Context: an optimization exercise on an open-source flow, tuned for small area. The choices shown serve that exercise and are no tape-out recipe.
RTL that was checked went through simulation tests only; none was proved equivalent to the original.

==> inputs of garnet <==
==> flow/design.v <==
module  ball ( input         Clk,                 
                             Reset,               
                             frame_clk,           
               input [7:0]   keycode,
               input [9:0]   DrawX, DrawY,        
               output logic  is_ball              
              );
    logic [9:0] N;       
    logic [8:0] M;       
    logic       ax;      
    logic       neg;     
    logic fd, fre;
    always_ff @ (posedge Clk) begin
        fd  <= frame_clk;
        fre <= frame_clk & ~fd;
    end
    wire xb = ~N[9] & ~N[8] & ~(N[1] & N[0]);            
    wire xt = N[9] & N[8] & N[6] & N[5] & N[4];          
    wire yb = ~|M[8:4] & ~M[2] & ~M[1];                  
    wire yt = &M[8:5];                                   
    wire k16 = keycode == 8'h16;
    wire k1A = keycode == 8'h1A;
    wire k04 = keycode == 8'h04;
    wire k07 = keycode == 8'h07;
    logic ax_n, neg_n;
    always_comb begin
        ax_n = ax; neg_n = neg;
        if      (xb & k07) begin ax_n = 1'b0; neg_n = 1'b1; end
        else if (xt & k04) begin ax_n = 1'b0; neg_n = 1'b0; end
        else if (yb)       begin ax_n = 1'b1; neg_n = 1'b1; end
        else if (yt)       begin ax_n = 1'b1; neg_n = 1'b0; end
        else if (xb)       begin ax_n = 1'b0; neg_n = 1'b1; end
        else if (xt)       begin ax_n = 1'b0; neg_n = 1'b0; end
        else if (k1A)      begin ax_n = 1'b1; neg_n = 1'b1; end
        else if (k16)      begin ax_n = 1'b1; neg_n = 1'b0; end
        else if (k04)      begin ax_n = 1'b0; neg_n = 1'b1; end
        else if (k07)      begin ax_n = 1'b0; neg_n = 1'b0; end
    end
    wire stepx = fre & ~ax;
    wire stepy = fre & ax;
    logic [10:0] tn;
    logic [9:0]  tm;
    always_comb begin
        tn[0] = stepx;
        for (int i = 0; i < 10; i++) tn[i+1] = tn[i] & ~(N[i] ^ neg);
        tm[0] = stepy;
        for (int i = 0; i < 9; i++)  tm[i+1] = tm[i] & ~(M[i] ^ neg);
    end
    always_ff @ (posedge Clk) begin
        if (Reset) begin
            N   <= 10'd564;      
            M   <= 9'd244;       
            ax  <= 1'b1;
            neg <= 1'b0;
        end else begin
            N <= N ^ tn[9:0];
            M <= M ^ tm[8:0];
            if (fre) begin
                ax  <= ax_n;
                neg <= neg_n;
            end
        end
    end
    logic [10:0] S;      
    logic [10:0] T;      
    logic cs, ct;
    always_comb begin
        cs = 1'b0;
        for (int i = 0; i < 10; i++) begin
            S[i] = DrawX[i] ^ N[i] ^ cs;
            cs   = (DrawX[i] & N[i]) | (cs & (DrawX[i] ^ N[i]));
        end
        S[10] = cs;
        ct = 1'b0;
        for (int i = 0; i < 9; i++) begin
            T[i] = DrawY[i] ^ M[i] ^ ct;
            ct   = (DrawY[i] & M[i]) | (ct & (DrawY[i] ^ M[i]));
        end
        T[9]  = DrawY[9] ^ ct;
        T[10] = DrawY[9] & ct;
    end
    logic circ;
    always_comb begin
        case ({S[3:0], T[3:0]})      
            8'h04, 8'h12, 8'h13, 8'h14, 8'h15, 8'h16, 8'h21, 8'h22, 8'h23, 8'h24, 8'h25, 8'h26, 8'h27, 8'h31, 8'h32, 8'h33, 8'h34, 8'h35, 8'h36, 8'h37, 8'h40, 8'h41, 8'h42, 8'h43, 8'h44, 8'h45, 8'h46, 8'h47, 8'h48, 8'h51, 8'h52, 8'h53, 8'h54, 8'h55, 8'h56, 8'h57, 8'h61, 8'h62, 8'h63, 8'h64, 8'h65, 8'h66, 8'h67, 8'h72, 8'h73, 8'h74, 8'h75, 8'h76, 8'h84: circ = 1'b1;
            default: circ = 1'b0;
        endcase
    end
    assign is_ball = (S[10:4] == 7'd55) & (T[10:4] == 7'd30) & circ;
endmodule
==> flow/run.sh <==
#!/bin/bash
# synth_recipe.tcl (not shown) runs the flow's synth.tcl, then flattens the netlist and writes it again
# the make line also repeats each setting of config.mk as NAME=value (left out here)
make -C /OpenROAD-flow-scripts/flow DESIGN_CONFIG=/design/flow/config.mk WORK_HOME=/design/flow/orfs CLKGATE_MAP_FILE= SYNTH_SCRIPT=/design/flow/synth_recipe.tcl finish
==> flow/config.mk <==
export PLATFORM = sky130hd
export DESIGN_NAME = ball
export DESIGN_NICKNAME = ball
export VERILOG_FILES = /design/flow/design.v
export SDC_FILE = /design/flow/constraint.sdc
export NUM_CORES = 4
export LEC_CHECK = 0
export CAP_MARGIN = 20
export CORE_MARGIN = 2
export CORE_UTILIZATION = 40
export SLEW_MARGIN = 20
==> flow/constraint.sdc <==
create_clock -name core_clock -period 18.0 [get_ports {Clk}]
set_input_delay 3.6000 -clock core_clock [delete_from_list [all_inputs] [get_ports {Clk}]]
set_output_delay 3.6000 -clock core_clock [all_outputs]
set_load 0.01 [all_outputs]
==> inputs of violet, as changes to garnet <==
==> flow/design.v (replaced) <==
module  ball ( input         Clk,                 
                             Reset,               
                             frame_clk,           
					input [7:0]   keycode,
               input [9:0]   DrawX, DrawY,        
               output logic  is_ball              
              );
    parameter [9:0] Ball_X_Center = 10'd320;   
    parameter [9:0] Ball_Y_Center = 10'd240;   
    parameter [9:0] Ball_X_Min = 10'd0;        
    parameter [9:0] Ball_X_Max = 10'd634;      
    parameter [9:0] Ball_Y_Min = 10'd0;        
    parameter [9:0] Ball_Y_Max = 10'd479;      
    parameter [9:0] Ball_X_Step = 10'd1;       
    parameter [9:0] Ball_Y_Step = 10'd1;       
    parameter [9:0] Ball_Size = 10'd4;         
    logic [9:0] Ball_X_Pos, Ball_X_Motion, Ball_Y_Pos, Ball_Y_Motion;
    logic [9:0] Ball_X_Pos_in, Ball_X_Motion_in, Ball_Y_Pos_in, Ball_Y_Motion_in;
    logic frame_clk_delayed, frame_clk_rising_edge;
    always_ff @ (posedge Clk) begin
        frame_clk_delayed <= frame_clk;
        frame_clk_rising_edge <= (frame_clk == 1'b1) && (frame_clk_delayed == 1'b0);
    end
    always_ff @ (posedge Clk)
    begin
        if (Reset)
        begin
            Ball_X_Pos <= Ball_X_Center;
            Ball_Y_Pos <= Ball_Y_Center;
            Ball_X_Motion <= 10'd0;
            Ball_Y_Motion <= Ball_Y_Step;
        end
        else
        begin
            Ball_X_Pos <= Ball_X_Pos_in;
            Ball_Y_Pos <= Ball_Y_Pos_in;
            Ball_X_Motion <= Ball_X_Motion_in;
            Ball_Y_Motion <= Ball_Y_Motion_in;
        end
    end
    always_comb
    begin
        Ball_X_Pos_in = Ball_X_Pos;
        Ball_Y_Pos_in = Ball_Y_Pos;
        Ball_X_Motion_in = Ball_X_Motion;
        Ball_Y_Motion_in = Ball_Y_Motion;
        if (frame_clk_rising_edge)
        begin
            if( Ball_Y_Pos + Ball_Size >= Ball_Y_Max && keycode == 8'h16)   
				begin
                Ball_Y_Motion_in = (~(Ball_Y_Step) + 1'b1);   
					 Ball_X_Motion_in = 10'd0;
				end
            else if ( Ball_Y_Pos <= Ball_Y_Min + Ball_Size && keycode == 8'h1A)   
				begin
                Ball_Y_Motion_in = Ball_Y_Step;
					 Ball_X_Motion_in = 10'd0;
				end
            else if( Ball_X_Pos + Ball_Size >= Ball_X_Max && keycode == 8'h07)   
				begin
                Ball_X_Motion_in = (~(Ball_X_Step) + 1'b1);   
					 Ball_Y_Motion_in = 10'd0; 
            end
				else if ( Ball_X_Pos <= Ball_X_Min + Ball_Size && keycode == 8'h04)   
				begin
                Ball_X_Motion_in = Ball_X_Step;
					 Ball_Y_Motion_in = 10'd0;
			   end
				else if( Ball_Y_Pos + Ball_Size >= Ball_Y_Max)   
				begin
                Ball_Y_Motion_in = (~(Ball_Y_Step) + 1'b1);   
					 Ball_X_Motion_in = 10'd0;
				end
            else if ( Ball_Y_Pos <= Ball_Y_Min + Ball_Size)   
				begin
                Ball_Y_Motion_in = Ball_Y_Step;
					 Ball_X_Motion_in = 10'd0;
				end
            else if( Ball_X_Pos + Ball_Size >= Ball_X_Max)   
				begin
                Ball_X_Motion_in = (~(Ball_X_Step) + 1'b1);   
					 Ball_Y_Motion_in = 10'd0;
				end
            else if ( Ball_X_Pos <= Ball_X_Min + Ball_Size)   
				begin
                Ball_X_Motion_in = Ball_X_Step;
					 Ball_Y_Motion_in = 10'd0;
				end
				else if( keycode == 8'h1A)  
				begin
                Ball_Y_Motion_in = (~(Ball_Y_Step) + 1'b1);   
					 Ball_X_Motion_in = 10'd0;
				end 
            else if ( keycode == 8'h16)   
				begin
                Ball_Y_Motion_in = Ball_Y_Step;
					 Ball_X_Motion_in = 10'd0;
				end
            else if( keycode == 8'h04)   
				begin
                Ball_X_Motion_in = (~(Ball_X_Step) + 1'b1);   
					 Ball_Y_Motion_in = 10'd0;
				end 
            else if ( keycode == 8'h07)   
				begin
                Ball_X_Motion_in = Ball_X_Step;
					 Ball_Y_Motion_in = 10'd0;
				end
				else ;
            Ball_X_Pos_in = Ball_X_Pos + Ball_X_Motion;
            Ball_Y_Pos_in = Ball_Y_Pos + Ball_Y_Motion;
        end
    end
    int DistX, DistY, Size;
    assign DistX = DrawX - Ball_X_Pos;
    assign DistY = DrawY - Ball_Y_Pos;
    assign Size = Ball_Size;
    always_comb begin
        if ( ( DistX*DistX + DistY*DistY) <= (Size*Size) ) 
            is_ball = 1'b1;
        else
            is_ball = 1'b0;
    end
endmodule
==> qor.txt <==
dpl cell area: 0.00225 mm^2
worst hold slack: 387 ps
mux cell area share after synthesis: 0.594%
status: finished clean
Worst R2R Path Depth: 4
Post-Route WL: 3910 um
Critical Path, Cell by Cell: clkdlybuf4s50_1, ha_1, inv_1, fa_1, inv_1, fa_1, inv_1, fa_1, inv_1, fa_1, inv_1, fa_1, fa_1, fa_1, fa_1, inv_1, ha_1, nor4_1, nand4_1, a211oi_1, clkdlybuf4s50_1
Post-DP HPWL: 3150 um
Crit path buffers/inverters: 8
multi-input gate count: 158
(the above is from garnet)
==> qor.txt <==
status: finished clean
hold buffers post-CTS: 0
Post-DP HPWL: 23800 um
Post-Route WL: 27000 um
worst hold slack: 395 ps
Crit path buffers/inverters: 10
dpl cell area: 0.0124 mm^2
WP data required: 14400 ps
multi-input gate count: 918
multi-input combinational area share: 77.5%
top flop regs: Ball_X_Pos x10, Ball_Y_Pos x10
Worst R2R Path Depth: 8
CP endpoint kind: primary output
(the above is from violet)
For violet, only the layout was checked, not whether the RTL still works.

==> afterwards: timing with drivers on the ports <==
Ports are ideal in the flow. The routed layouts listed here were re-timed in OpenROAD. Step 1 (the two cells are an assumption about what drives the block):
set clk [get_ports {Clk}]
set_driving_cell -lib_cell sky130_fd_sc_hd__clkbuf_16 $clk
set_driving_cell -lib_cell sky130_fd_sc_hd__buf_2 [delete_from_list [all_inputs] $clk]
Step 2 also shifts input and output timing later by t, the mid clock arrival at the registers, as if the neighbouring blocks saw the same clock. Three values: ideal ports, drivers, drivers and shift; two values: the first two.
run	t (ns)	setup slack, ns	worst setup path after step 2	worst register clock-pin slew, ns	pins driven straight from the clock port
garnet	0.293	5.975 / 5.949 / 5.949	input to output	0.10 / 0.10	1
violet	0.299	1.128 / 1.102 / 1.102	input to output	0.07 / 0.07	1
After both steps every run listed still meets setup and hold.
